Context: an optimization exercise on an open-source flow, tuned for small area. The choices shown serve that exercise and are no tape-out recipe.
Where RTL was checked, it was by simulation tests only, not by an equivalence proof against the original.

==> job 8358: inputs <==
==> flow/design.v (excerpt) <==
module UNPARKING( clk, rst,
                  LCD_RW, LCD_EN, LCD_RS, LCD_DATA,
                  filas, columnas,
                  count, s, m, l, c );
clock: 10.0 ns
lec_check: 0
abc_area: 1
cap_margin: 20
core_margin: 2
core_utilization: 60
cts_buf_list: sky130_fd_sc_hd__clkbuf_8
slew_margin: 20
run.sh (not shown) runs the stock make flow with config.mk's settings and CLKGATE_MAP_FILE= SYNTH_SCRIPT=/design/flow/synth_recipe.tcl, a recipe that flattens the netlist after the stock synthesis.
==> inputs of job 7255, as changes to job 8358 <==
--- a/flow/design.v
+++ b/flow/design.v
@@ -85,20 +85,20 @@
 		default: teclado = 4'd0;
 	endcase
 end
 localparam START=4'd0, PLACA=4'd1, DECIDE=4'd2, ZONE=4'd3, CANCEL=4'd4,
            OPEN=4'd5, CLOSE=4'd6, ASIGNAR=4'd7, LED=4'd8, PARK=4'd9, END=4'd10;
-localparam M_CERR=3'd0, M_PLACA=3'd1, M_ASIG=3'd2, M_ZONA=3'd3,
-           M_GRAC=3'd4, M_OCUP=3'd5, M_BIEN=3'd6, M_TIEM=3'd7;
+localparam M_BIEN=3'd0, M_PLACA=3'd1, M_ZONA=3'd2, M_ASIG=3'd3,
+           M_GRAC=3'd4, M_OCUP=3'd5, M_CERR=3'd6, M_TIEM=3'd7;
 reg [3:0] status;
 reg [1:0] cnt;
 reg [2:0] msg;
 reg ingplaca, decidir, ingzona, cancelo, fin;
 reg led;
 reg [23:0] pf;
-reg pfz;
-wire full = ~pfz & (pf[3:0] != 4'd0);
+wire full = (pf[3:0] != 4'd0);
+wire [23:0] placa = full ? pf : 24'd0;
 reg [2:0] pasignado;
 reg estaba, ocupado, acnt;
 reg [3:0] cpb;       
 reg [5:0] valid;     
 wire [5:0] eq;       
@@ -127,11 +127,11 @@
 		end
 		PLACA: begin
 			msg_n = M_PLACA;
 			ingplaca_n = 1'b1;
 			decidir_n = 1'b1;
-			if (full) status_n = DECIDE;
+			if (placa != 24'd0) status_n = DECIDE;
 		end
 		DECIDE: status_n = estaba ? CANCEL : ZONE;
 		ZONE: begin
 			decidir_n = 1'b0;
 			if (!ocupado) begin
@@ -203,27 +203,29 @@
 		decidir <= decidir_n;
 		ingzona <= ingzona_n;
 		cancelo <= ~c;
 		fin <= fin_n;
 	end
-wire [5:0] dz = {pf[23:20] == 4'd0, pf[19:16] == 4'd0, pf[15:12] == 4'd0,
-                 pf[11:8] == 4'd0, pf[7:4] == 4'd0, pf[3:0] == 4'd0} | {6{pfz}};
-wire wr = ingplaca & (teclado != 4'd0);
-wire [5:0] wsel = {dz[5], dz[4] & ~dz[5], dz[3] & ~dz[4], dz[2] & ~dz[3],
-                   dz[1] & ~dz[2], dz[0] & ~dz[1]} & {6{wr}};
-wire kz = ~(ingplaca & pfz);
-wire [23:0] pf_n = (pf & {24{kz}}) |
-                   ({{4{wsel[5]}}, {4{wsel[4]}}, {4{wsel[3]}}, {4{wsel[2]}}, {4{wsel[1]}}, {4{wsel[0]}}} &
-                    {6{teclado}});
-always @(posedge clk) begin
-	if (tick) pf <= {pf_n[20:0], pf_n[23:21]};
-	else      pf <= {pf[20:0], pf[23:21]};
-	if (rst) pfz <= 1'b1;
-	else if (tick) pfz <= ~ingplaca;
+reg [23:0] pf_n;
+always @(*) begin
+	pf_n = pf;
+	if (ingplaca) begin
+		if (teclado != 4'd0) begin
+			if      (pf[23:20] == 4'd0) pf_n[23:20] = teclado;
+			else if (pf[19:16] == 4'd0) pf_n[19:16] = teclado;
+			else if (pf[15:12] == 4'd0) pf_n[15:12] = teclado;
+			else if (pf[11:8]  == 4'd0) pf_n[11:8]  = teclado;
+			else if (pf[7:4]   == 4'd0) pf_n[7:4]   = teclado;
+			else if (pf[3:0]   == 4'd0) pf_n[3:0]   = teclado;
+		end
+	end else
+		pf_n = 24'd0;
 end
+always @(posedge clk)
+	if (rst) pf <= 24'd0;
+	else if (tick) pf <= pf_n;
 wire placa_nz = full;
-reg loadf;
 wire [5:0] eqp = placa_nz ? eq : ~valid;    
 wire [5:0] first = eqp & ~{eqp[4:0], 1'b0} & ~{eqp[3:0], 2'b0} & ~{eqp[2:0], 3'b0}
                        & ~{eqp[1:0], 4'b0} & ~{eqp[0], 5'b0};
 reg [5:0] asg;      
 reg [2:0] asg_num;
@@ -311,34 +313,45 @@
 		estaba <= 1'b0;
 		ocupado <= 1'b0;
 		acnt <= 1'b0;
 		cpb <= 4'd0;
 		valid <= 6'd0;
-		loadf <= 1'b0;
 	end else if (tick) begin
-		loadf <= (load != 6'd0);
 		pasignado <= pasignado_n;
 		if (decidir) estaba <= (eqp != 6'd0);
 		ocupado <= ocupado_n;
 		acnt <= acnt_n;
 		cpb <= cpb_n;
 		valid <= valid_n;
 	end
+wire [2:0] rsl = ~u[2:0];
+reg [2:0] rslice;
+always @(*) begin
+	case (rsl)
+		3'd0: rslice = placa[2:0];
+		3'd1: rslice = placa[5:3];
+		3'd2: rslice = placa[8:6];
+		3'd3: rslice = placa[11:9];
+		3'd4: rslice = placa[14:12];
+		3'd5: rslice = placa[17:15];
+		3'd6: rslice = placa[20:18];
+		default: rslice = placa[23:21];
+	endcase
+end
 reg [3:0] dig;
 always @(posedge clk)
 	if (rst) dig <= 4'd0;
 	else dig <= cpb;
 genvar gi;
 generate for (gi = 0; gi < 6; gi = gi + 1) begin : bay
-	reg [23:0] pr;
+	reg [23:0] pr;         
 	reg mm;                
-	wire dif = (pr[2:0] != pf[2:0]);
-	wire lding = loadf & (pasignado == gi + 1);
-	wire sel = tick ? load[gi] : lding;
-	assign eq[gi] = valid[gi] & (lding | (~mm & ~dif));
+	wire dif = (pr[2:0] != rslice);
+	assign eq[gi] = valid[gi] & ~mm & ~dif;
 	always @(posedge clk) begin
-		pr <= {pr[20:0], sel ? pf[23:21] : pr[23:21]};
+		if (tick && load[gi]) pr <= {placa[20:0], placa[23:21]};
+		else pr <= {pr[20:0], pr[23:21]};
 		mm <= tick ? 1'b0 : (mm | dif);
 	end
 	reg [15:0] cr;         
 	reg cy;
 	wire keep = tick ? valid_n[gi] : valid[gi];
@@ -395,38 +408,18 @@
 wire [3:0] dmin = (dig >= 4'd10) ? 4'd1 : 4'd0;
 wire [3:0] umin = (dig >= 4'd10) ? dig - 4'd10 : dig;
 wire [4:0] dbl  = {dig, 1'b0};
 wire [3:0] dseg = (dbl >= 5'd20) ? 4'd2 : (dbl >= 5'd10) ? 4'd1 : 4'd0;
 wire [3:0] useg = (dbl >= 5'd20) ? dbl - 5'd20 : (dbl >= 5'd10) ? dbl - 5'd10 : dbl[3:0];
-reg [3:0] pnib;
-always @(*) begin
-	case (idx)
-		6'd27: pnib = {pf[23], pf[22], pf[21], pf[20]};
-		6'd28: pnib = {pf[10], pf[9], pf[8], pf[7]};
-		6'd29: pnib = {pf[21], pf[20], pf[19], pf[18]};
-		6'd30: pnib = {pf[8], pf[7], pf[6], pf[5]};
-		6'd31: pnib = {pf[19], pf[18], pf[17], pf[16]};
-		6'd32: pnib = {pf[6], pf[5], pf[4], pf[3]};
-		default: pnib = 4'd0;
+reg [7:0] zn;
+always @(*)
+	case (pasignado)
+		3'd0: zn = 8'h30;
+		3'd1, 3'd2: zn = 8'h31;
+		3'd3, 3'd4: zn = 8'h32;
+		default: zn = 8'h33;
 	endcase
-end
-wire [3:0] nib = (msg == M_PLACA) ? (pnib & {4{~pfz}}) : {1'b0, pasignado};
-wire [7:0] hch = hexch(nib);
-reg [3:0] ddig;    
-always @(*) begin
-	case (idx)
-		6'd16: ddig = dmin;
-		6'd17: ddig = umin;
-		6'd35: ddig = useg;
-		default: ddig = (msg == M_TIEM) ? dseg :
-		                (pasignado == 3'd0) ? 4'd0 : (pasignado <= 3'd2) ? 4'd1 :
-		                (pasignado <= 3'd4) ? 4'd2 : 4'd3;
-	endcase
-end
-wire is_hex = ((msg == M_PLACA) & (idx >= 6'd27) & (idx <= 6'd32)) | ((msg == M_ASIG) & (idx == 6'd37));
-wire is_dig = ((msg == M_TIEM) & (idx == 6'd16 || idx == 6'd17 || idx == 6'd34 || idx == 6'd35)) |
-              ((msg == M_ASIG) & (idx == 6'd34));
 reg [7:0] ch;    
 wire [4:0] pos = (idx <= 6'd20) ? {1'b0, idx[3:0] - 4'd5} : {1'b1, idx[3:0] - 4'd6};
 reg [8*32-1:0] txt;
 always @(*) begin
 	case (msg)
@@ -439,13 +432,36 @@
 		M_CERR:  txt = "    CERRANDO      PARQUEADERO   ";
 		default: txt = "TIEMPO ==> ??MINTOTAL  ==> $??  ";
 	endcase
 end
 always @(*) begin
+	ch = 8'h20;
 	ch = txt[8*(31-pos) +: 8];
-	if (is_hex) ch = hch;
-	if (is_dig) ch = {4'h3, ddig};
+	case (msg)
+		M_PLACA: case (pos)
+			5'd21: ch = hexch(pf[23:20]);
+			5'd22: ch = hexch(pf[19:16]);
+			5'd23: ch = hexch(pf[15:12]);
+			5'd24: ch = hexch(pf[11:8]);
+			5'd25: ch = hexch(pf[7:4]);
+			5'd26: ch = hexch(pf[3:0]);
+			default: ;
+		endcase
+		M_ASIG: case (pos)
+			5'd28: ch = zn;
+			5'd31: ch = hexch({1'b0, pasignado});
+			default: ;
+		endcase
+		M_TIEM: case (pos)
+			5'd11: ch = {4'h3, dmin};
+			5'd12: ch = {4'h3, umin};
+			5'd28: ch = {4'h3, dseg};
+			5'd29: ch = {4'h3, useg};
+			default: ;
+		endcase
+		default: ;
+	endcase
 end
 reg [8:0] lut;
 always @(*) begin
 	case (idx)
 		6'd0: lut = 9'h038;
- ABC_AREA: 1 -> default
- CORE_UTILIZATION: 60 -> 40
- CTS_BUF_LIST: sky130_fd_sc_hd__clkbuf_8 -> default
==> flow_metrics.tcl <==
set metrics [dict create \
    status "complete, no violations" \
    clkPwrFrac_pct 37.8 \
    antenna_found_initial 0 \
    slowest_stage "clkdlybuf4s50_1" \
    whs_ps 317 \
    cp_cell_sequence "clkdlybuf4s50_1, inv_1, nand2_1, nor3_1, nor2_1, nand2_1, nand2_1, o21ai_0, a21oi_1, ha_1, nand2_1, o21ai_0, a21oi_1, nor3_1, nand2_1, a21oi_1, nand3_1, o211ai_1, o21ai_1, ha_1, xnor2_1, nor2_1" \
    fin_crit_ps 5310 \
    power.internal_mw 2.23 \
    die_y_um 164 \
    wl_met3_um 3600 \
    ys_types 60 \
    synth_most_common_cell "nand2_1" \
    seqAreaFraction_pct 41.0 \
    multi_input_area_share_pct 41.8 \
    drive_gt1_share_pct 8.00 \
    maxPowerGroup "sequential cells" \
    path_clk_slew_ps 70 \
]
# the run above: job 8358

==> flow_metrics.tcl <==
set metrics [dict create \
    drt-total-wl_um 52900 \
    die_area_um2 46600 \
    ys_types 98 \
    synth_most_common_cell "dfxtp_1" \
    multi_input_area_share_pct 51.0 \
    seqAreaFraction_pct 34.4 \
    cp_cell_sequence "ha_1, ha_1, nor2_1, a22oi_1, a21oi_2, or3_1, a2111o_1, o21ai_2, or4b_1, o2bb2ai_1, a211oi_1, a2111oi_0, o41ai_1, a211oi_1, o21ai_0, a22o_1" \
    path_clk_slew_ps 60 \
    globalplace.congestion 0.934 \
    hold_path_class "reg2reg" \
    vias 15900 \
    fin_crit_ps 6010 \
    reg2reg_to "cpb[1]" \
    synth_edf_count 0 \
    slowest_stage "ha_1" \
    n_all_buffers 78 \
    status "complete, no violations" \
    layoutNonFillerInstCount 2674 \
]
# the run above: job 7255

Only the layout flow was run in job 8358; the RTL was not checked for function there.

re-timing with driven ports:
The results above use ideal ports. As a check the final layouts listed here were re-extracted and re-timed, cells and wires unchanged.
Step 1: set_driving_cell puts a clkbuf_16 on clk and a buf_2 on each other input, an assumption about the parent block.
Step 2 also shifts input and output timing later by t, the mid clock arrival at the registers, as if the neighbouring blocks saw the same clock.
Three values: no drivers, after step 1, after step 2; two values: the first two.
run | shift t [ns] | setup slack, ns | worst setup path at the end
job 8358 | 0.631 | 4.689 / 4.703 / 4.071 | input to register
job 7255 | 0.599 | 3.987 / 3.987 / 3.576 | input to register
After both steps setup and hold are still met in every run listed. For job 8358, which loses most, drivers alone change the setup slack by +0.014 ns; drivers and shift together by -0.618 ns.
